Background: an optimization exercise with open tools, aiming at small area, a short achievable clock period and few clock cycles. Do not read the settings as production practice.
In this exercise RTL edits were held to simulation tests only and were not proved equivalent to the original.

==> design.v <==
module pfx_add15 (
  input  [14:0] a, b,
  input         cin,
  output [14:0] s,
  output        cout
);
  wire [15:0] g0 = {a & b, cin};
  wire [15:0] p0 = {a ^ b, 1'b0};
  wire [15:0] g1, p1, g2, p2, g3, p3, g4, p4;
  genvar i;
  generate
    for (i = 0; i < 16; i = i + 1) begin : l1
      if (i & 1) begin
        assign g1[i] = g0[i] | (p0[i] & g0[i-1]);
        assign p1[i] = p0[i] & p0[i-1];
      end else begin
        assign g1[i] = g0[i];
        assign p1[i] = p0[i];
      end
    end
    for (i = 0; i < 16; i = i + 1) begin : l2
      if (i & 2) begin
        assign g2[i] = g1[i] | (p1[i] & g1[(i & ~3) + 1]);
        assign p2[i] = p1[i] & p1[(i & ~3) + 1];
      end else begin
        assign g2[i] = g1[i];
        assign p2[i] = p1[i];
      end
    end
    for (i = 0; i < 16; i = i + 1) begin : l3
      if (i & 4) begin
        assign g3[i] = g2[i] | (p2[i] & g2[(i & ~7) + 3]);
        assign p3[i] = p2[i] & p2[(i & ~7) + 3];
      end else begin
        assign g3[i] = g2[i];
        assign p3[i] = p2[i];
      end
    end
    for (i = 0; i < 16; i = i + 1) begin : l4
      if (i & 8) begin
        assign g4[i] = g3[i] | (p3[i] & g3[7]);
        assign p4[i] = p3[i] & p3[7];
      end else begin
        assign g4[i] = g3[i];
        assign p4[i] = p3[i];
      end
    end
  endgenerate
  assign s    = p0[15:1] ^ g4[14:0];
  assign cout = g4[15];
endmodule
module wadd (
  input  [15:0] a, b,
  input         cin,
  output [15:0] r
);
  wire [14:0] lo;
  wire        c15;
  pfx_add15 u (.a(a[14:0]), .b(b[14:0]), .cin(cin), .s(lo), .cout(c15));
  assign r = {(a[15] == b[15]) ? a[15] : ~c15, lo};
endmodule
module wadd3 (
  input  [15:0] y, t0, t1, t2, e0,
  input         cin0, cin1, cin2,
  input         three,
  output [15:0] r
);
  wire [14:0] L = y[14:0];
  wire [14:0] a = t0[14:0], b = t1[14:0], c = t2[14:0];
  wire [14:0] s1 = L ^ a ^ b;
  wire [15:0] k1 = {(L & a) | (L & b) | (a & b), cin0};
  wire [14:0] s2 = s1 ^ k1[14:0] ^ c;
  wire [15:0] k2 = {(s1 & k1[14:0]) | (s1 & c) | (k1[14:0] & c), cin1};
  wire [14:0] lo;
  wire        cpa_c;
  pfx_add15 u (.a(three ? s2 : L), .b(three ? k2[14:0] : e0[14:0]),
               .cin(three ? cin2 : cin0), .s(lo), .cout(cpa_c));
  wire [14:0] u0s, u1s;
  wire        c0, co2;
  pfx_add15 u0 (.a(L), .b(a), .cin(cin0), .s(u0s), .cout(c0));
  pfx_add15 u1 (.a(s1), .b(k1[14:0]), .cin(cin1), .s(u1s), .cout(co2));
  wire c1 = k1[15] ^ co2 ^ c0;
  wire c2 = k2[15] ^ cpa_c ^ co2;
  wire S1 = (y[15] == t0[15]) ? y[15] : ~c0;
  wire S2 = (S1 == t1[15]) ? S1 : ~c1;
  wire S3 = (S2 == t2[15]) ? S2 : ~c2;
  wire E1 = (y[15] == e0[15]) ? y[15] : ~cpa_c;
  assign r = {three ? S3 : E1, lo};
endmodule
module recon_top_level #(parameter WIDTH = 15)(
  input  [WIDTH:0] Xo, Zo, Yo,
  input            clk,
  input            ext_reset,
  input  [1:0]     sel,
  output [WIDTH:0] mac_out,
  output [WIDTH:0] f,
  input            af_en,
  output           complete
);
  reg [15:0] X, Y, Z, M;
  reg [3:0]  cnt;
  reg        mac, hyp, pre1, pre2, dv;
  reg        three;            
  reg        dr;               
  reg        zfirst;           
  reg        last;             
  reg        s0, s1, af;       
  reg        done;
  assign mac_out  = M;
  assign f        = s1 ? ((s0 || !M[15]) ? M : 16'h0000) : Z;
  assign complete = done;
  function [15:0] divop(input [15:0] w);
    divop = {w[15], w[14:0] >> 2};
  endfunction
  wire dy0 = dr;
  wire dy1 = three & Z[1];
  wire dy2 = three & Z[2];
  wire [31:0] xsx = {{16{X[15]}}, X} >> cnt;
  wire [31:0] ysx = {{16{Y[15]}}, Y} >> cnt;
  wire [15:0] xs = hyp ? xsx[15:0] : X;
  wire [15:0] ys = ysx[15:0];
  wire [15:0] e0 = xs ^ {16{dy0}};
  wire [15:0] t0 = X ^ {16{dy0}};
  wire [15:0] t1 = three ? ({X[15], X[15:1]} ^ {16{dy1}}) : 16'h0000;
  wire [15:0] t2 = three ? ({{2{X[15]}}, X[15:2]} ^ {16{dy2}}) : 16'h0000;
  wire [15:0] y_n;
  wadd3 yadd (.y(Y), .t0(t0), .t1(t1), .t2(t2), .e0(e0), .cin0(dy0),
              .cin1(dy1), .cin2(dy2), .three(three), .r(y_n));
  wire dx = hyp & dr;
  wire [15:0] x_n;
  wadd xadd (.a(X), .b(ys ^ {16{dx}}), .cin(dx), .r(x_n));
  wire [15:0] rz = cnt == 4'd1 ? 16'h0232 :
                   cnt == 4'd2 ? 16'h0106 :
                   cnt == 4'd3 ? 16'h0081 : 16'h0400 >> cnt;
  wire [15:0] z_n;
  wadd zadd (.a(zfirst ? M : Z), .b(dr ? rz : ~rz), .cin(~dr), .r(z_n));
  wire       zin = Zo[15:11] == 5'b00000 || Zo[15:11] == 5'b11111;
  wire [9:0] dvec = zin ? {~Zo[2], ~Zo[3], ~Zo[4], ~Zo[5], ~Zo[6], ~Zo[7],
                           ~Zo[8], ~Zo[9], ~Zo[10], Zo[11]}
                        : {10{Zo[15]}};
  wire [15:0] st_y;
  wadd sadd (.a(Yo), .b(Xo ^ {16{Zo[15]}}), .cin(Zo[15]), .r(st_y));
  wire q = ~Y[15];
  wire go_exp = !s1 && af;
  always @(posedge clk) begin
    if (ext_reset) begin
      X     <= {Xo[15], Xo[15:1]};
      Y     <= st_y;
      Z     <= {7'b0000000, dvec[9:1]};
      dr    <= dvec[1];
      s0    <= sel[0];
      s1    <= sel[1];
      af    <= af_en;
      cnt   <= 4'd1;
      mac   <= 1'b1;
      hyp   <= 1'b0;
      pre1  <= 1'b0;
      pre2  <= 1'b0;
      dv    <= 1'b0;
      three <= 1'b1;
      last  <= 1'b0;
      done  <= 1'b0;
    end else begin
      X <= {{3{X[15]}}, X[15:3]};
      Y <= y_n;
      if (mac) begin
        Y     <= y_n;
        X     <= {{3{X[15]}}, X[15:3]};
        Z     <= {3'b000, Z[15:3]};
        dr    <= Z[3];
        cnt   <= cnt + 4'd3;
        last  <= cnt == 4'd4;
        if (last) begin
          M     <= y_n;
          mac   <= 1'b0;
          three <= 1'b0;
          last  <= 1'b0;
          if (go_exp) begin
            X   <= 16'h04d4;
            Y   <= 16'h0000;
            dr  <= y_n[15];
            zfirst <= 1'b1;
            cnt <= 4'd1;
            hyp <= 1'b1;
          end else begin
            Z    <= s0 ? 16'h07fe : 16'h0002;
            done <= 1'b1;
          end
        end
      end
      if (hyp) begin
        X    <= x_n;
        Y    <= y_n;
        Z    <= z_n;
        dr   <= z_n[15];
        zfirst <= 1'b0;
        cnt  <= cnt + 4'd1;
        last <= cnt == 4'd9;
        if (last) begin
          cnt  <= 4'd0;
          hyp  <= 1'b0;
          last <= 1'b0;
          pre1 <= 1'b1;
        end
      end
      if (pre1) begin
        pre1 <= 1'b0;
        if (s0) begin
          X  <= divop(Y);
          Y  <= divop(X);
          dr <= ~X[15];
          dv <= 1'b1;
        end else begin
          X    <= x_n;
          Y    <= 16'h0400;
          pre2 <= 1'b1;
        end
      end
      if (pre2) begin
        X    <= divop(x_n);
        Y    <= divop(X);
        dr   <= ~X[15];
        pre2 <= 1'b0;
        dv   <= 1'b1;
      end
      if (dv) begin
        Y    <= y_n;
        X    <= {X[15], X[15:1]};
        Z    <= {Z[14:0], q};
        dr   <= ~y_n[15];
        cnt  <= cnt + 4'd1;
        last <= cnt == 4'd8;
        if (last) begin
          Z    <= {{5{~Z[8]}}, Z[7:0], q, 2'b10};
          dv   <= 1'b0;
          last <= 1'b0;
          done <= 1'b1;
        end
      end
    end
  end
endmodule
==> flow/run.sh <==
#!/bin/bash
# The standard layout (standard.sh, unchanged synthesis and steps); the only
# difference: the input and output port buffers are buf_2 cells instead of the
# default pick (a delay buffer). Every tool's output goes to make.log here, and
# ORFS keeps each step's own log under orfs/logs/.
set -euo pipefail
export BUFFER_PORTS_ARGS="-buffer_cell sky130_fd_sc_hd__buf_2"
bash standard.sh > make.log 2>&1
==> standard.sh <==
#!/bin/bash
# synth_recipe.tcl (not shown) runs the flow's synth.tcl, then flattens the netlist and writes it again
# the make line also repeats each setting of config.mk as NAME=value (left out here)
make -C /OpenROAD-flow-scripts/flow DESIGN_CONFIG=/design/flow/config.mk WORK_HOME=/design/flow/orfs CLKGATE_MAP_FILE= SYNTH_SCRIPT=/design/flow/synth_recipe.tcl "${@:-finish}"
==> config.mk <==
export PLATFORM = sky130hd
export DESIGN_NAME = recon_top_level
export DESIGN_NICKNAME = recon_top_level
export VERILOG_FILES = /design/flow/design.v
export SDC_FILE = /design/flow/constraint.sdc
export NUM_CORES = 4
export LEC_CHECK = 0
export ABC_AREA = 1
export CAP_MARGIN = 20
export CORE_MARGIN = 2
export CORE_UTILIZATION = 40
export SETUP_SLACK_MARGIN = 4.5
export SLEW_MARGIN = 20
==> constraint.sdc <==
create_clock -name core_clock -period 8.5 [get_ports {clk}]
set_input_delay 1.7000 -clock core_clock [delete_from_list [all_inputs] [get_ports {clk}]]
set_output_delay 1.7000 -clock core_clock [all_outputs]
set_load 0.01 [all_outputs]
==> key figures, run 1 <==
Run status
  • Status: no timing/DRC/antenna violations

Cells and area
  • Post-layout util: 49.32%
  • Antenna fix cells: 0
  • Nets: 1,934
  • Area Growth Syn to Fin: 20.67%
  • Most frequent cells in the layout: nand2_1, inv_1, o21ai_0
  • Commonest non-fill, non-tap cell in the layout: nand2_1
  • Layout cells sized above 1: 19.07%

Clock network
  • H-tree levels: 3
  • Number of CTS-inserted buffers: 9
  • Clock insertion delay at the later pin of the skew report: 0.37 ns
  • Clock sinks: 81
  • CTS Buffer Depth: 2
  • Clk pin slew, worst setup/hold paths: 0.08 ns
  • CTS tree: done
  • Cts hold-fix bufs: 0
  • Clock root buffer: clkbuf_16

Synthesis
  • Synth async-reset ratio: 0%
  • Top_reg_cell synth: dfxtp_1
  • Sequential fraction of the synthesis area: 17.35%
  • Mapped Area: 0.01108 mm²
  • Synth warn: 1
  • #FFs+latches synth: 81
  • Top post-synthesis cells by area: nand2_1, ha_1, o21ai_0, dfxtp_1, edfxtp_1
  • Distinct cells, synth: 58
  • Post-synth top area share: 12.40%
  • Syn nets: 1,846
  • Post-synthesis cell count: 1,658
  • Post-synth EDFFs: 30
  • Dominant cell type by area after synthesis: nand2_1
  • Syn_area_per_cell: 6.680 µm²

Detailed routing
  • Final Routed Wirelength: 46.43 mm
  • DR DRC count: 0
  • Initial DRT Pass Iterations: 6
  • DR WL/cell: 21.87 µm
  • DR vias/cell: 5.857
  • Post-DRT Antenna Nets: 0
  • Starting DRC count in detailed routing: 1,428
  • Routed vias: 12,430

Floorplan
  • Core footprint: 0.02710 mm²
  • Die W: 170.4 µm
  • Placement row count: 60
  • Die Y: 170.4 µm
  • Top Ports: 86
  • Die area: 0.02904 mm²
  • Initial core utilization: 40.87%

Critical path
  • CP Capture Point: Y[15]
  • CP Max Fanout: 7
  • CP Capture Type: flop
  • CP peak stage delay: 0.50 ns
  • Reg-to-Reg Start: Z[1]
  • WS Path Type: reg2reg
  • Worst EP arrival: 4.56 ns
  • R2r endpoint: Y[15]
  • Critical Path RT: 8.81 ns
  • Most frequent CP cell: nand2_1
  • Cell count of the worst reg-to-reg path: 29
  • Flop2flop setup slack: 4.24 ns
  • Critical path's slowest cell: fa_1
  • CP Launch Type: flop
  • Launch point of the worst path: Z[1]

Timing
  • Slew HR: 23.79%
  • Worst-Margin Slew: 1.142 ns
  • Setup TNS: 0 ns
  • Period Utilization, post-route: 50.08%
  • Max frequency: 234.9 MHz
  • RSZ-0062 raised after global routing: yes
  • Min Hold Slack: 0.4847 ns
  • Endpoints failing setup: 0
  • Final hold violations: 0
  • Final Critical Period: 4.257 ns
  • Final Skew: 0.01194 ns
  • Slew Limit Fails: 0

Place
  • GP Congestion: 0.9543
  • Final HPWL DP: 33.18 mm
  • Port Buffers: 83

Run
  • Max_cap viols: 0

Worst hold path
  • Worst hold path type: reg2reg
  • HP Start: mac

GRT
  • Total Routing Usage GR: 31.46%
  • Vias in the first global route: 11,600
  • GRT overflow: 0
  • Global-route wire length before repair: 68.79 mm
  • Largest net degree at the start of global routing: 41
  • Initial antenna violation count: 0
-- layer usage --
metal / wire (µm) / track usage [%]
met2: 21090 / 50.88
met1: 18000 / 40.80
met4: 2498 / 14.34
met5: 0 / 0
met3: 4842 / 5.744
-- flip-flops by register name, summed over array words and instances, names as in the netlist, 4 cells and up, named ones only --
register  flops
X            16
M            16
Y            16
cnt           4
Z            16
-- cell usage after synthesis (3+ instances only) --
cell type    n
a211oi_1     4
a21o_1       7
a21oi_1    114
a221oi_1    15
a22oi_1      6
a31oi_1      4
a32oi_1      3
buf_1       10
buf_2        4
buf_6        4
clkbuf_1    63
clkinv_1     3
dfxtp_1     51
edfxtp_1    30
fa_1        43
ha_1        92
inv_1      220
inv_2        4
mux2i_1      9
nand2_1    366
nand2_2      6
nand3_1     80
nand4_1     11
nor2_1      82
nor3_1       6
nor4_1       3
o2111ai_1    7
o211ai_1    27
o211ai_2     3
o21a_1       3
o21ai_0    214
o21ai_1     12
o21bai_1     4
o221ai_1    17
o22ai_1     10
or2_2        4
xnor2_1     27
xor2_1      62
-- cells by family (layout without fill, tap and decap cells) --
logic type	after synthesis	count (layout)	synth area share, %
xor gates and xnor gates	89	89	7.038
muxes	9	9	0.8134
DFF	81	81	17.35
and+or+nand+nor	564	565	20.90
buffers and inverters	312	404	10.98
adders and majority gates	135	135	18.17
AOI/OAI and AO/OA	468	468	24.75
-- how the worst min path moves through the flow --
| stage | endpoint | slack (ns) | cells after the start |
|---|---|---|---|
| 2_1_floorplan | done | 0.45 | 2 |
| 3_3_place_gp | done | 0.47 | 2 |
| 3_5_place_dp | done | 0.48 | 2 |
| 4_1_cts | done | 0.49 | 2 |
| 5_1_grt | Z[12] | 0.52 | 2 |
| 6_report | done | 0.48 | 2 |
-- metrics by stage --
step	instances	worst slack (ns)	cell area, µm²
finish	2123	4.243	13370
global route	2123	3.991	13370
CTS	2098	4.249	12780
detailed placement	2048	3.220	11770
global placement	2048	3.290	11770
floorplan	1658	4.476	11130
-- area by class of cell --
cell class,instances,area [µm²]
Fill cell,2713,13740
Inverter,229,892.1
Clock inverter,5,61.31
Sequential cell,81,1947
Clock buffer,11,246.5
Multi-Input combinational cell,1266,8543
Timing Repair Buffer,159,1210
Tap cell,372,465.4
-- worst max-delay path: cells and delay by family, from the launching register on --
kind            cells  cell delay (ns)
compound gates      5             0.66
xor+xnor            1             0.14
fa+ha+maj           3             1.18
buf+inv             6             0.64
flops               1             0.34
simple gates       14             1.20
-- what timing repair did --
action	in CTS	in global routing
endpoints found under the hold margin	0	0
gates cloned	5	1
gates resized for setup	101	108
setup buffers	29	24
endpoints found under the setup margin	51	26
pin swaps	44	60
Testbench counts, summed over its fixed seeds: cycles 22,142.
==> run 2: changes to the inputs <==
--- a/config.mk
+++ b/config.mk
@@ -9,5 +9,5 @@
 export CAP_MARGIN = 20
 export CORE_MARGIN = 2
 export CORE_UTILIZATION = 40
-export SETUP_SLACK_MARGIN = 4.5
+export SETUP_SLACK_MARGIN = 3.5
 export SLEW_MARGIN = 20
==> run 2 against run 1 <==
Effect of this change:
- sequential cell count is the same
- routed wire length shrank 5.2%
- sequential share of layout area grew 1.3 points
- final cell count shrank 2.4%
- global-route usage shrank 1.1 points
- maximum frequency shrank 11%
- count of clock-buffer cells in the layout shrank 2
- non-clock buffer count shrank 51
- register-to-register slack lost 0.54 ns
- critical path depth shrank 9
- largest cell class unchanged
==> key figures, run 2 <==
Run status
  • Status: no timing/DRC/antenna violations

Place
  • Final HPWL DP: 33.50 mm (+0.96%)
  • Port Buffers: 83 (unchanged)
  • GP Congestion: 0.9483 (-0.63%)
  • Cell Area, Placed: 0.01176 mm² (-0.11%)
  • DP Cell Count: 2,049 (+0.049%)

Detailed routing
  • Final Routed Wirelength: 44.01 mm (-5.2%)
  • Met2 wire len: 20.20 mm (-4.3%)
  • DR DRC count: 0 (unchanged)
  • Uppermost layer routed: met4
  • Post-DRT Antenna Nets: 0 (unchanged)
  • Starting DRC count in detailed routing: 1,292 (-9.5%)
  • DR vias/cell: 5.723 (-2.3%)
  • Routed met3 length: 3.853 mm (-20%)
  • Routed vias: 11,850 (-4.7%)
  • Initial DRT Pass Iterations: 6 (unchanged)
  • Met1 WL: 18.28 mm (+1.6%)
  • DR WL/cell: 21.25 µm (-2.8%)

Timing
  • Slew Limit Fails: 0 (unchanged)
  • Min Hold Slack: 0.4939 ns (+0.009172 ns)
  • Final Critical Period: 4.800 ns (+0.5425 ns)
  • Max frequency: 208.3 MHz (-11%)
  • Final Skew: 0.01287 ns (+0.0009276 ns)
  • Final hold violations: 0 (unchanged)
  • Slew HR: 33.44% (+9.7 points)
  • Worst-Margin Slew: 0.9984 ns (-0.1432 ns)
  • Endpoints failing setup: 0 (unchanged)
  • Setup TNS: 0 ns (unchanged)
  • RSZ-0062 raised after global routing: yes
  • Period Utilization, post-route: 56.47% (+6.4 points)

Synthesis
  • Syn_area_per_cell: 6.680 µm² (unchanged)
  • #FFs+latches synth: 81 (unchanged)
  • Synth async-reset ratio: 0% (unchanged)
  • Sequential fraction of the synthesis area: 17.35% (unchanged)
  • Synth cell count leaders: nand2_1, inv_1, o21ai_0
  • Distinct cells, synth: 58 (unchanged)
  • Top post-synthesis cells by area: nand2_1, ha_1, o21ai_0, dfxtp_1, edfxtp_1
  • Post-synthesis cell count: 1,658 (unchanged)
  • Post-synth EDFFs: 30 (unchanged)
  • Synth warn: 1 (unchanged)
  • Post-synth top area share: 12.40% (unchanged)
  • Most common cell in the netlist: nand2_1
  • Syn nets: 1,846 (unchanged)
  • Mapped Area: 0.01108 mm² (unchanged)
  • Top_reg_cell synth: dfxtp_1
  • Dominant cell type by area after synthesis: nand2_1

Cells and area
  • Antenna fix cells: 0 (unchanged)
  • Filler cell count in the final layout: 2,886 (+6.4%)
  • Nets: 1,882 (-2.7%)
  • Commonest non-fill, non-tap cell in the layout: nand2_1
  • Layout cells sized above 1: 9.476% (-9.6 points)
  • Final Cell Area: 0.01217 mm² (-8.9%)
  • Non-filler cells, final: 2,071 (-2.4%)
  • Most frequent cells in the layout: nand2_1, inv_1, o21ai_0
  • Area Growth Syn to Fin: 9.874%

Clock network
  • Clk pin slew, worst setup/hold paths: 0.07 ns (about the same)
  • CTS tree: done
  • Clock insertion delay at the later pin of the skew report: 0.36 ns (about the same)
  • CTS Buffer Depth: 2 (unchanged)
  • Number of CTS-inserted buffers: 9 (unchanged)
  • Clock sinks: 81 (unchanged)
  • H-tree levels: 3 (unchanged)
  • Clock root buffer: clkbuf_16
  • Cts hold-fix bufs: 0 (unchanged)

GRT
  • GRT overflow: 0 (unchanged)
  • Largest net degree at the start of global routing: 65 (+59%)
  • Total Routing Usage GR: 30.41% (-1.1 points)
  • Global-route wire length before repair: 66.67 mm (-3.1%)
  • Vias in the first global route: 11,230 (-3.2%)
  • Initial antenna violation count: 0 (unchanged)

Critical path
  • CP Capture Type: flop
  • Worst EP arrival: 5.02 ns (+0.46 ns)
  • WS Path Type: reg2reg
  • CP Max Fanout: 21 (+14)
  • CP Launch Type: flop
  • Critical Path RT: 8.72 ns (-0.09 ns)

Floorplan
  • Initial core utilization: 40.87% (unchanged)
  • Core footprint: 0.02710 mm² (unchanged)
  • Top Ports: 86 (unchanged)
  • Placement row count: 60 (unchanged)
  • Die W: 170.4 µm (unchanged)
  • Die Y: 170.4 µm (unchanged)
  • Die area: 0.02904 mm² (unchanged)

Worst hold path
  • Worst hold path type: reg2reg

Run
  • Max_cap viols: 0 (unchanged)
## run 2: changes by cell type in the layout (fill, tap and decap cells not counted), sizes merged
| cell | before | now |
|---|---|---|
| inv | 227 | 228 |
| buf | 154 | 106 |
| bufbuf | 5 | 0 |
| nand2 | 374 | 373 |
| clkinv | 3 | 5 |
| clkinvlp | 3 | 2 |
## run 2: worst max-delay path, cell delays in order, from the launching register on
cell and delay (ns):
dfxtp_4 0.39, buf_12 0.17, inv_1 0.10, nor2_4 0.24
buf_6 0.18, nand2_1 0.05, o21ai_0 0.14, fa_1 0.51
inv_1 0.09, fa_1 0.40, o21ai_0 0.18, ha_1 0.30
nand2_1 0.08, nand2_1 0.04, a31o_2 0.22, nand2_1 0.10
nand3_4 0.12, fa_1 0.45, xor2_1 0.23, a221oi_1 0.56
a21oi_1 0.08
## run 2: path summary, 6_finish.rpt
kind | start | slack (ns) | cells past startpoint | to
max | three | 3.70 | 20 | Y[8]
min | Z[15] | 0.49 | 2 | Z[12]
max reg2reg | three | 3.70 | 20 | Y[8]
min reg2reg | Z[15] | 0.49 | 2 | Z[12]
## run 2: area by class of cell
type | instances | area (µm²) | share of cell area (%)
inverter | 229 | 867.1 | 7.125
multi-input combinational | 1265 | 7969 | 65.48
clock inverter | 7 | 77.57 | 0.6375
timing repair buffer | 108 | 634.4 | 5.213
sequential | 81 | 1931 | 15.86
tap | 372 | 465.4 | 3.825
clock buffer | 9 | 225.2 | 1.851
## run 2: kinds of logic after synthesis
group	Yosys count	share of synthesized area, %
multiplexers	9	0.8134
flip-flops	81	17.35
adder cells (fa/ha/maj)	135	18.17
AND/OR/NAND/NOR	564	20.90
buffers and inverters	312	10.98
AO/OA/AOI/OAI	468	24.75
XOR/XNOR	89	7.038
## run 2: routing by layer
layer / global-route usage, % / vias to the layer above
li1: - / 5653
met1: 39.68 / 5501
met2: 49.82 / 603
met3: 5.558 / 95
met4: 11.85 / 0
met5: 0 / -
## run 2: metrics by stage
| stage | setup WS [ns] | utilization [%] |
|---|---|---|
| 6_report | 3.700 | 44.90 |
| 5_1_grt | 3.502 | 44.90 |
| 4_1_cts | 3.428 | 44.62 |
| 3_5_place_dp | 3.015 | 43.37 |
| 3_3_place_gp | 3.058 | 43.37 |
| 2_1_floorplan | 4.020 | - |
## run 2: timing repair
item	CTS	global route
setup buffers	2	3
gates resized for setup	6	10
endpoints found under the setup margin	12	12
pin swaps	0	1
gates cloned	0	1
==> run 3: changes to the inputs <==
==> run.sh (new file) <==
#!/bin/bash
# synth_recipe.tcl (not shown) runs the flow's synth.tcl, then flattens the netlist and writes it again
# the make line also repeats each setting of config.mk as NAME=value (left out here)
make -C /OpenROAD-flow-scripts/flow DESIGN_CONFIG=/design/flow/config.mk WORK_HOME=/design/flow/orfs CLKGATE_MAP_FILE= SYNTH_SCRIPT=/design/flow/synth_recipe.tcl finish
--- a/config.mk
+++ b/config.mk
@@ -9,5 +9,5 @@
 export CAP_MARGIN = 20
 export CORE_MARGIN = 2
 export CORE_UTILIZATION = 40
-export SETUP_SLACK_MARGIN = 3.5
+export SETUP_SLACK_MARGIN = 4
 export SLEW_MARGIN = 20
removed: flow/run.sh
removed: standard.sh
==> run 3 against run 2 <==
Effect of this change:
- routed wire length up 3.9%
- worst hold slack improved by 0.0048 ns
- clock skew grew 0.0051 ns
- via count is 2.1% higher
- global-route usage is 1.1 points higher
==> key figures, run 3 <==
Timing
  • Slew HR: 30.74% (-2.7 points)
  • Slew Limit Fails: 0 (unchanged)
  • Final hold violations: 0 (unchanged)
  • Endpoints failing setup: 0 (unchanged)
  • Final Skew: 0.01801 ns (+0.005145 ns)
  • Final Critical Period: 4.359 ns (-0.4407 ns)
  • Period Utilization, post-route: 51.28% (-5.2 points)
  • RSZ-0062 raised after global routing: yes
  • Post-route setup slack: 4.141 ns (+0.4407 ns)
  • Setup TNS: 0 ns (unchanged)
  • Max frequency: 229.4 MHz (+10%)
  • Worst-Margin Slew: 1.039 ns (+0.04049 ns)

Clock network
  • CTS tree: done
  • Clock sinks: 81 (unchanged)
  • H-tree levels: 3 (unchanged)
  • Clock insertion delay at the later pin of the skew report: 0.37 ns (about the same)
  • Number of CTS-inserted buffers: 9 (unchanged)
  • Clk pin slew, worst setup/hold paths: 0.08 ns (about the same)
  • Clock root buffer: clkbuf_16
  • CTS Buffer Depth: 2 (unchanged)
  • Cts hold-fix bufs: 0 (unchanged)

Floorplan
  • Placement row count: 60 (unchanged)
  • Top Ports: 86 (unchanged)
  • Die Y: 170.4 µm (unchanged)
  • Initial core utilization: 40.87% (unchanged)
  • Die W: 170.4 µm (unchanged)
  • Die area: 0.02904 mm² (unchanged)
  • Core footprint: 0.02710 mm² (unchanged)

Synthesis
  • Post-synthesis cell count: 1,658 (unchanged)
  • Synth cell count leaders: nand2_1, inv_1, o21ai_0
  • #FFs+latches synth: 81 (unchanged)
  • Top_reg_cell synth: dfxtp_1
  • Mapped Area: 0.01108 mm² (unchanged)
  • Syn nets: 1,846 (unchanged)
  • Dominant cell type by area after synthesis: nand2_1
  • Synth async-reset ratio: 0% (unchanged)
  • Post-synth top area share: 12.40% (unchanged)
  • Syn_area_per_cell: 6.680 µm² (unchanged)
  • Synth warn: 1 (unchanged)
  • Sequential fraction of the synthesis area: 17.35% (unchanged)
  • Most common cell in the netlist: nand2_1
  • Top post-synthesis cells by area: nand2_1, ha_1, o21ai_0, dfxtp_1, edfxtp_1
  • Post-synth EDFFs: 30 (unchanged)
  • Distinct cells, synth: 58 (unchanged)

Detailed routing
  • DR DRC count: 0 (unchanged)
  • DR WL/cell: 21.81 µm (+2.6%)
  • Starting DRC count in detailed routing: 1,106 (-14%)
  • DR vias/cell: 5.772 (+0.87%)
  • Final Routed Wirelength: 45.72 mm (+3.9%)
  • Initial DRT Pass Iterations: 6 (unchanged)
  • Post-DRT Antenna Nets: 0 (unchanged)
  • Routed vias: 12,100 (+2.1%)

Critical path
  • Cell count of the worst reg-to-reg path: 21 (+5.0%)
  • CP Launch Type: flop
  • Flop2flop setup slack: 4.14 ns (+0.44 ns)
  • Worst EP arrival: 4.59 ns (-0.43 ns)
  • CP Capture Type: flop
  • CP Max Fanout: 4 (-81%)
  • Critical Path RT: 8.73 ns (about the same)
  • R2r endpoint: Y[8]
  • Reg-to-Reg Start: Z[1]
  • WS Path Type: reg2reg

GRT
  • Total Routing Usage GR: 31.55% (+1.1 points)
  • Global-route wire length before repair: 68.68 mm (+3.0%)
  • Vias in the first global route: 11,500 (+2.4%)
  • Largest net degree at the start of global routing: 65 (unchanged)
  • GRT overflow: 0 (unchanged)
  • Initial antenna violation count: 0 (unchanged)

Cells and area
  • Area Growth Syn to Fin: 17.75%
  • Commonest non-fill, non-tap cell in the layout: nand2_1
  • Antenna fix cells: 0 (unchanged)
  • Layout cells sized above 1: 8.063% (-1.4 points)
  • Most frequent cells in the layout: nand2_1, inv_1, o21ai_0
  • Filler cell count in the final layout: 2,847 (-1.4%)
  • Nets: 1,907 (+1.3%)

Place
  • GP Congestion: 0.9588 (+1.1%)
  • Port Buffers: 83 (unchanged)
  • Final HPWL DP: 34.28 mm (+2.3%)
  • Dpl ws: 3.175 ns (+0.1600 ns)

Run
  • Max_cap viols: 0 (unchanged)

Worst hold path
  • Hold depth: 2 (unchanged)
  • Worst hold path type: reg2reg
  • Worst-case hold path end point: Z[12]
  • HP Start: Z[15]

Run status
  • Status: no timing/DRC/antenna violations
-- run 3: changes by cell type in the layout (fill, tap and decap cells not counted), moves of 5 or more --
cell	previous run	this run
a21oi_1	114	108
a21oi_2	1	6
buf_2	83	1
buf_4	21	39
clkdlybuf4s50_1	0	80
dfxtp_1	48	43
dfxtp_2	1	6
o21ai_0	213	193
o21ai_1	12	27
o21ai_2	3	8
-- run 3: layout make-up --
class | count | area, µm² | share of cell area (%)
inverters | 229 | 873.3 | 6.697
clock inverters | 4 | 30.03 | 0.2303
flip-flops and latches | 81 | 1937 | 14.85
well taps | 372 | 465.4 | 3.569
repair buffers | 133 | 1334 | 10.23
clock buffers | 12 | 236.5 | 1.813
multi-input cells | 1265 | 8165 | 62.61
-- run 3: worst max-delay path by stage --
stage | start | endpoint | slack, ns | depth (start not counted)
2_1_floorplan | dr | dr | 4.02 | 31
3_3_place_gp | Z[1] | Y[8] | 3.26 | 18
3_5_place_dp | Z[1] | Y[8] | 3.17 | 18
4_1_cts | three | dr | 4.00 | 33
5_1_grt | Z[1] | dr | 3.93 | 29
6_report | Z[1] | Y[8] | 4.14 | 21
-- run 3: routing by layer --
| layer | part of all wire [%] | track usage [%] | vias to the layer above |
|---|---|---|---|
| met1 | 41 | 39.69 | 5668 |
| met2 | 46 | 53.48 | 575 |
| met4 | 5.0 | 13.82 | 0 |
| met5 | 0 | 0 | - |
| li1 | - | - | 5720 |
| met3 | 7.6 | 4.837 | 136 |
-- run 3: repair_timing --
item                                    in CTS  in global routing
setup buffers                               10                 16
gates resized for setup                     30                 66
cloned                                       3                  0
pin swaps                                    4                 25
endpoints found under the setup margin      24                 13
-- run 3: logic make-up (layout without fill, tap and decap cells) --
family / after synthesis / count (layout) / synth area share [%]
buf+inv: 312 / 378 / 10.98
flops: 81 / 81 / 17.35
simple gates: 564 / 564 / 20.90
fa+ha+maj: 135 / 135 / 18.17
compound gates: 468 / 468 / 24.75
xor+xnor: 89 / 89 / 7.038
mux: 9 / 9 / 0.8134
-- run 3: worst max-delay path, cell delays in order, from the launching register on --
cell	delay [ns]
edfxtp_1	0.38
buf_6	0.16
nor2_4	0.18
buf_6	0.17
buf_12	0.12
o21ai_2	0.06
fa_1	0.51
fa_2	0.37
a21oi_2	0.12
nand2_1	0.06
o21ai_1	0.08
ha_1	0.29
nand2_1	0.09
nand2_1	0.06
a31o_4	0.22
nand2_4	0.06
nand3_4	0.10
buf_4	0.17
fa_2	0.42
xor2_4	0.22
a221oi_4	0.31
a21oi_1	0.07
-- run 3: metrics by stage --
stage / utilization (%) / instance area, µm² / hold WS (ns) / instances
floorplan: - / 11080 / 0.4544 / 1658
detailed placement: 44.94 / 12180 / 0.4870 / 2051
global placement: 44.94 / 12180 / 0.4831 / 2051
finish: 48.12 / 13040 / 0.4986 / 2096
CTS: 46.87 / 12700 / 0.4970 / 2080
global route: 48.12 / 13040 / 0.5251 / 2096
==> run 4: changes to the inputs <==
--- a/design.v
+++ b/design.v
@@ -99,8 +99,9 @@
 );
   reg [15:0] X, Y, Z, M;
   reg [3:0]  cnt;
-  reg        mac, hyp, pre1, pre2, dv;
+  reg        mac, hyp, pre, dv;
   reg        three;            
+  reg        tm;               
   reg        dr;               
   reg        zfirst;           
   reg        last;             
@@ -113,25 +114,36 @@
     divop = {w[15], w[14:0] >> 2};
   endfunction
   wire dy0 = dr;
-  wire dy1 = three & Z[1];
-  wire dy2 = three & Z[2];
+  wire dy1 = tm & Z[1];
+  wire dy2 = tm & Z[2];
   wire [31:0] xsx = {{16{X[15]}}, X} >> cnt;
   wire [31:0] ysx = {{16{Y[15]}}, Y} >> cnt;
   wire [15:0] xs = hyp ? xsx[15:0] : X;
   wire [15:0] ys = ysx[15:0];
   wire [15:0] e0 = xs ^ {16{dy0}};
   wire [15:0] t0 = X ^ {16{dy0}};
-  wire [15:0] t1 = three ? ({X[15], X[15:1]} ^ {16{dy1}}) : 16'h0000;
-  wire [15:0] t2 = three ? ({{2{X[15]}}, X[15:2]} ^ {16{dy2}}) : 16'h0000;
+  wire [15:0] t1 = tm ? ({X[15], X[15:1]} ^ {16{dy1}}) : {5'b00000, pre, 10'b0};
+  wire [15:0] t2 = tm ? ({{2{X[15]}}, X[15:2]} ^ {16{dy2}}) : 16'h0000;
   wire [15:0] y_n;
   wadd3 yadd (.y(Y), .t0(t0), .t1(t1), .t2(t2), .e0(e0), .cin0(dy0),
               .cin1(dy1), .cin2(dy2), .three(three), .r(y_n));
   wire dx = hyp & dr;
   wire [15:0] x_n;
   wadd xadd (.a(X), .b(ys ^ {16{dx}}), .cin(dx), .r(x_n));
-  wire [15:0] rz = cnt == 4'd1 ? 16'h0232 :
-                   cnt == 4'd2 ? 16'h0106 :
-                   cnt == 4'd3 ? 16'h0081 : 16'h0400 >> cnt;
+  reg [15:0] rz;
+  always @*
+    case (cnt)
+      4'd1:  rz = 16'h0232;
+      4'd2:  rz = 16'h0106;
+      4'd3:  rz = 16'h0081;
+      4'd4:  rz = 16'h0040;
+      4'd5:  rz = 16'h0020;
+      4'd6:  rz = 16'h0010;
+      4'd7:  rz = 16'h0008;
+      4'd8:  rz = 16'h0004;
+      4'd9:  rz = 16'h0002;
+      default: rz = 16'h0001;
+    endcase
   wire [15:0] z_n;
   wadd zadd (.a(zfirst ? M : Z), .b(dr ? rz : ~rz), .cin(~dr), .r(z_n));
   wire       zin = Zo[15:11] == 5'b00000 || Zo[15:11] == 5'b11111;
@@ -154,10 +166,10 @@
       cnt   <= 4'd1;
       mac   <= 1'b1;
       hyp   <= 1'b0;
-      pre1  <= 1'b0;
-      pre2  <= 1'b0;
+      pre   <= 1'b0;
       dv    <= 1'b0;
       three <= 1'b1;
+      tm    <= 1'b1;
       last  <= 1'b0;
       done  <= 1'b0;
     end else begin
@@ -174,6 +186,7 @@
           M     <= y_n;
           mac   <= 1'b0;
           three <= 1'b0;
+          tm    <= 1'b0;
           last  <= 1'b0;
           if (go_exp) begin
             X   <= 16'h04d4;
@@ -200,28 +213,25 @@
           cnt  <= 4'd0;
           hyp  <= 1'b0;
           last <= 1'b0;
-          pre1 <= 1'b1;
+          if (s0) begin
+            X  <= divop(y_n);
+            Y  <= divop(x_n);
+            dr <= ~x_n[15];
+            dv <= 1'b1;
+          end else begin
+            dr    <= 1'b0;
+            three <= 1'b1;
+            pre   <= 1'b1;
+          end
         end
       end
-      if (pre1) begin
-        pre1 <= 1'b0;
-        if (s0) begin
-          X  <= divop(Y);
-          Y  <= divop(X);
-          dr <= ~X[15];
-          dv <= 1'b1;
-        end else begin
-          X    <= x_n;
-          Y    <= 16'h0400;
-          pre2 <= 1'b1;
-        end
-      end
-      if (pre2) begin
-        X    <= divop(x_n);
-        Y    <= divop(X);
-        dr   <= ~X[15];
-        pre2 <= 1'b0;
-        dv   <= 1'b1;
+      if (pre) begin
+        X     <= divop(y_n);
+        Y     <= divop(x_n);
+        dr    <= ~x_n[15];
+        three <= 1'b0;
+        pre   <= 1'b0;
+        dv    <= 1'b1;
       end
       if (dv) begin
         Y    <= y_n;
==> flow/run.sh (new file) <==
#!/bin/bash
# The standard layout (standard.sh, unchanged synthesis and steps); the only
# difference: the input and output port buffers are buf_2 cells instead of the
# default pick (a delay buffer). Every tool's output goes to make.log here, and
# ORFS keeps each step's own log under orfs/logs/.
set -euo pipefail
export BUFFER_PORTS_ARGS="-buffer_cell sky130_fd_sc_hd__buf_2"
bash standard.sh > make.log 2>&1
==> standard.sh (new file) <==
#!/bin/bash
# synth_recipe.tcl (not shown) runs the flow's synth.tcl, then flattens the netlist and writes it again
# the make line also repeats each setting of config.mk as NAME=value (left out here)
make -C /OpenROAD-flow-scripts/flow DESIGN_CONFIG=/design/flow/config.mk WORK_HOME=/design/flow/orfs CLKGATE_MAP_FILE= SYNTH_SCRIPT=/design/flow/synth_recipe.tcl "${@:-finish}"
removed: run.sh
==> run 4 against run 3 <==
Effect of this change:
- still clean on timing, DRC and antenna
- cell area up 3.1%
- synthesized cell count up 4.7%
- core utilization down 1.0 points
- non-clock buffer count up 7
- first-iteration DRC count up 24%
- via count up 3.6%
- register-to-register slack about the same
- die area up 4.0%
- critical endpoint is now dr
- highest routed layer unchanged
==> key figures, run 4 <==
Clock network
  • CTS tree: done
  • Clock root buffer: clkbuf_16
  • Clock sinks: 91 (+12%)
  • Clock insertion delay at the later pin of the skew report: 0.37 ns (about the same)
  • CTS Buffer Depth: 2 (unchanged)
  • H-tree levels: 3 (unchanged)
  • Clk pin slew, worst setup/hold paths: 0.08 ns (about the same)
  • Number of CTS-inserted buffers: 9 (unchanged)

Detailed routing
  • Initial DRT Pass Iterations: 6 (unchanged)
  • DR WL/cell: 20.11 µm (-7.8%)
  • DR vias/cell: 5.714 (-1.0%)
  • Post-DRT Antenna Nets: 0 (unchanged)
  • Routed vias: 12,530 (+3.6%)
  • Starting DRC count in detailed routing: 1,374 (+24%)
  • DR DRC count: 0 (unchanged)
  • Final Routed Wirelength: 44.11 mm (-3.5%)

Timing
  • Setup TNS: 0 ns (unchanged)
  • Final Skew: 0.01886 ns (+0.0008513 ns)
  • RSZ-0062 raised after global routing: yes
  • Endpoints failing setup: 0 (unchanged)
  • Max frequency: 229.6 MHz (about the same)
  • Slew HR: 26.01% (-4.7 points)
  • Final hold violations: 0 (unchanged)
  • Final Critical Period: 4.355 ns (-0.003910 ns)
  • Worst-Margin Slew: 1.110 ns (+0.07093 ns)
  • Slew Limit Fails: 0 (unchanged)
  • Period Utilization, post-route: 51.24% (about the same)

Synthesis
  • Synth cell count leaders: nand2_1, o21ai_0, inv_1
  • Synth async-reset ratio: 0% (unchanged)
  • Post-synth EDFFs: 31 (+3.3%)
  • Mapped Area: 0.01153 mm² (+4.1%)
  • Post-synth top area share: 13.18% (+0.78 points)
  • Post-synthesis cell count: 1,736 (+4.7%)
  • Top post-synthesis cells by area: nand2_1, dfxtp_1, ha_1, o21ai_0, edfxtp_1
  • #FFs+latches synth: 91 (+12%)
  • Most common cell in the netlist: nand2_1
  • Syn nets: 1,924 (+4.2%)
  • Distinct cells, synth: 56 (-3.4%)
  • Sequential fraction of the synthesis area: 18.49% (+1.1 points)
  • Synth warn: 1 (unchanged)
  • Syn_area_per_cell: 6.643 µm² (-0.55%)
  • Dominant cell type by area after synthesis: nand2_1
  • Top_reg_cell synth: dfxtp_1

Cells and area
  • Nets: 1,992 (+4.5%)
  • Commonest non-fill, non-tap cell in the layout: nand2_1
  • Most frequent cells in the layout: nand2_1, inv_1, o21ai_0
  • Post-layout util: 47.10% (-1.0 points)
  • Layout cells sized above 1: 16.86% (+8.8 points)
  • Area Growth Syn to Fin: 16.59%
  • Antenna fix cells: 0 (unchanged)

GRT
  • Largest net degree at the start of global routing: 61 (-6.2%)
  • GRT overflow: 0 (unchanged)
  • Total Routing Usage GR: 28.25% (-3.3 points)
  • Vias in the first global route: 11,360 (-1.3%)
  • Global-route wire length before repair: 66.15 mm (-3.7%)
  • Initial antenna violation count: 1 (+1)

Floorplan
  • Die W: 173.8 µm (+2.0%)
  • Core footprint: 0.02855 mm² (+5.3%)
  • Die Y: 173.8 µm (+2.0%)
  • Placement row count: 62 (+3.3%)
  • Top Ports: 86 (unchanged)
  • Die area: 0.03020 mm² (+4.0%)
  • Initial core utilization: 40.40% (-0.47 points)

Place
  • Final HPWL DP: 32.57 mm (-5.0%)
  • GP Congestion: 0.9634 (+0.48%)
  • Port Buffers: 83 (unchanged)

Critical path
  • CP peak stage delay: 0.51 ns (about the same)
  • Worst EP arrival: 4.48 ns (-0.11 ns)
  • Flop2flop setup slack: 4.14 ns (about the same)
  • CP Launch Type: flop
  • CP Max Fanout: 11 (+7)
  • Critical path's slowest cell: fa_1
  • Most frequent CP cell: nand2_1
  • Cell count of the worst reg-to-reg path: 31 (+48%)
  • Worst path top cell family by delay: simple AND/OR/NAND/NOR gates
  • WS Path Type: reg2reg
  • Critical Path RT: 8.63 ns (-0.10 ns)
  • CP Capture Type: flop
  • Reg-to-Reg Start: Z[1]
  • Buf/Inv on CP: 5 (+1)
  • Cell depth of the worst setup path: 31 (+48%)
  • R2r endpoint: dr

Worst hold path
  • HP Start: done
  • Hold depth: 2 (unchanged)
  • Worst-case hold path end point: done
  • Worst hold path type: reg2reg

Run
  • Max_cap viols: 0 (unchanged)

Run status
  • Status: no timing/DRC/antenna violations
## run 4: cell types whose count changed after synthesis, moves of 9 or more
cell,before,now
nand2_1,366,405
a21oi_1,114,136
xor2_1,62,48
o21ai_0,214,224
a31oi_1,4,13
dfxtp_1,51,60
## run 4: kinds of logic (layout without fill, tap and decap cells)
logic type | Yosys count | after routing | share of synthesized area, %
simple gates | 632 | 632 | 23.40
compound gates | 477 | 477 | 23.17
buf+inv | 314 | 387 | 10.82
fa+ha+maj | 135 | 135 | 17.45
flops | 91 | 91 | 18.49
xor+xnor | 81 | 81 | 6.152
mux | 6 | 6 | 0.5208
## run 4: through the flow
step / worst slack [ns] / hold WS, ns / instances / cell area (µm²)
2_1_floorplan: 4.095 / 0.4949 / 1736 / 11530
3_3_place_gp: 3.053 / 0.4651 / 2128 / 12130
3_5_place_dp: 3.019 / 0.4709 / 2128 / 12130
4_1_cts: 4.008 / 0.4916 / 2162 / 12740
5_1_grt: 3.843 / 0.5557 / 2193 / 13450
6_report: 4.145 / 0.4882 / 2193 / 13450
## run 4: layout make-up
type / count / area (µm²)
clock buffers: 10 / 229.0
clock inverters: 6 / 96.34
fillers: 3035 / 15100
inverters: 227 / 888.4
multi-input cells: 1331 / 8571
flip-flops and latches: 91 / 2151
well taps: 384 / 480.5
repair buffers: 140 / 999.7
repair inverters: 4 / 30.03
## run 4: how the worst max path moves through the flow
stage          from     to  slack (ns)
3_3_place_gp   Z[1]  X[15]        3.05
3_5_place_dp   Z[1]  X[15]        3.02
2_1_floorplan    dr   Y[8]        4.10
6_report       Z[1]     dr        4.14
4_1_cts          tm     dr        4.01
5_1_grt        Z[1]     dr        3.84
## run 4: layer usage
metal | GRT usage (%) | part of all wire, % | vias up
met2 | 43.68 | 44 | 683
met4 | 8.683 | 2.9 | 0
met1 | 40.38 | 44 | 5819
li1 | - | - | 5935
met5 | 0 | 0 | -
met3 | 4.496 | 9.8 | 93
## run 4: what timing repair did
item	CTS	global route
setup buffers	14	28
hold buffers	0	0
gates resized for setup	31	123
setup endpoints to repair	39	31
cloned	4	3
pin swaps	4	28
## run 4: worst min-delay path: stages (launching register included)
cell and delay (ns):
dfxtp_1 0.32, o21ai_0 0.09, nand2_1 0.06
Testbench counts of run 4, summed over its fixed seeds: cycles 21,559.

## afterwards: timing with drivers on the ports
How much do the figures lean on ideal ports? The routed layouts below were timed once more, with nothing changed but the port constraints.
Step 1 (the two cells are an assumption about what drives the block):
set clk [get_ports {clk}]
set_driving_cell -lib_cell sky130_fd_sc_hd__clkbuf_16 $clk
set_driving_cell -lib_cell sky130_fd_sc_hd__buf_2 [delete_from_list [all_inputs] $clk]
Step 2 adds t to the input delays and takes it off the output delays; t is the mean of the earliest and latest rising clock arrival at the registers after step 1. Input paths then give back, and output paths get back, about the clock's delay inside the block.
a / b / c = ideal ports / drivers / drivers and shift; a / b = the first two.
run | t (ns) | setup WS [ns] | worst setup path after step 2 | slew at the worst register clock pin (ns)
run 1 | 0.409 | 4.243 / 4.243 / 4.209 | input to register | 0.08 / 0.08
run 2 | 0.409 | 3.700 / 3.700 / 3.543 | input to register | 0.07 / 0.07
run 3 | 0.409 | 4.141 / 4.097 / 3.937 | input to register | 0.08 / 0.08
run 4 | 0.406 | 4.145 / 4.145 / 3.977 | input to register | 0.08 / 0.08
After both steps every run listed still meets setup and hold. For run 3, which loses most, drivers alone change the setup slack by -0.044 ns; drivers and shift together by -0.204 ns.
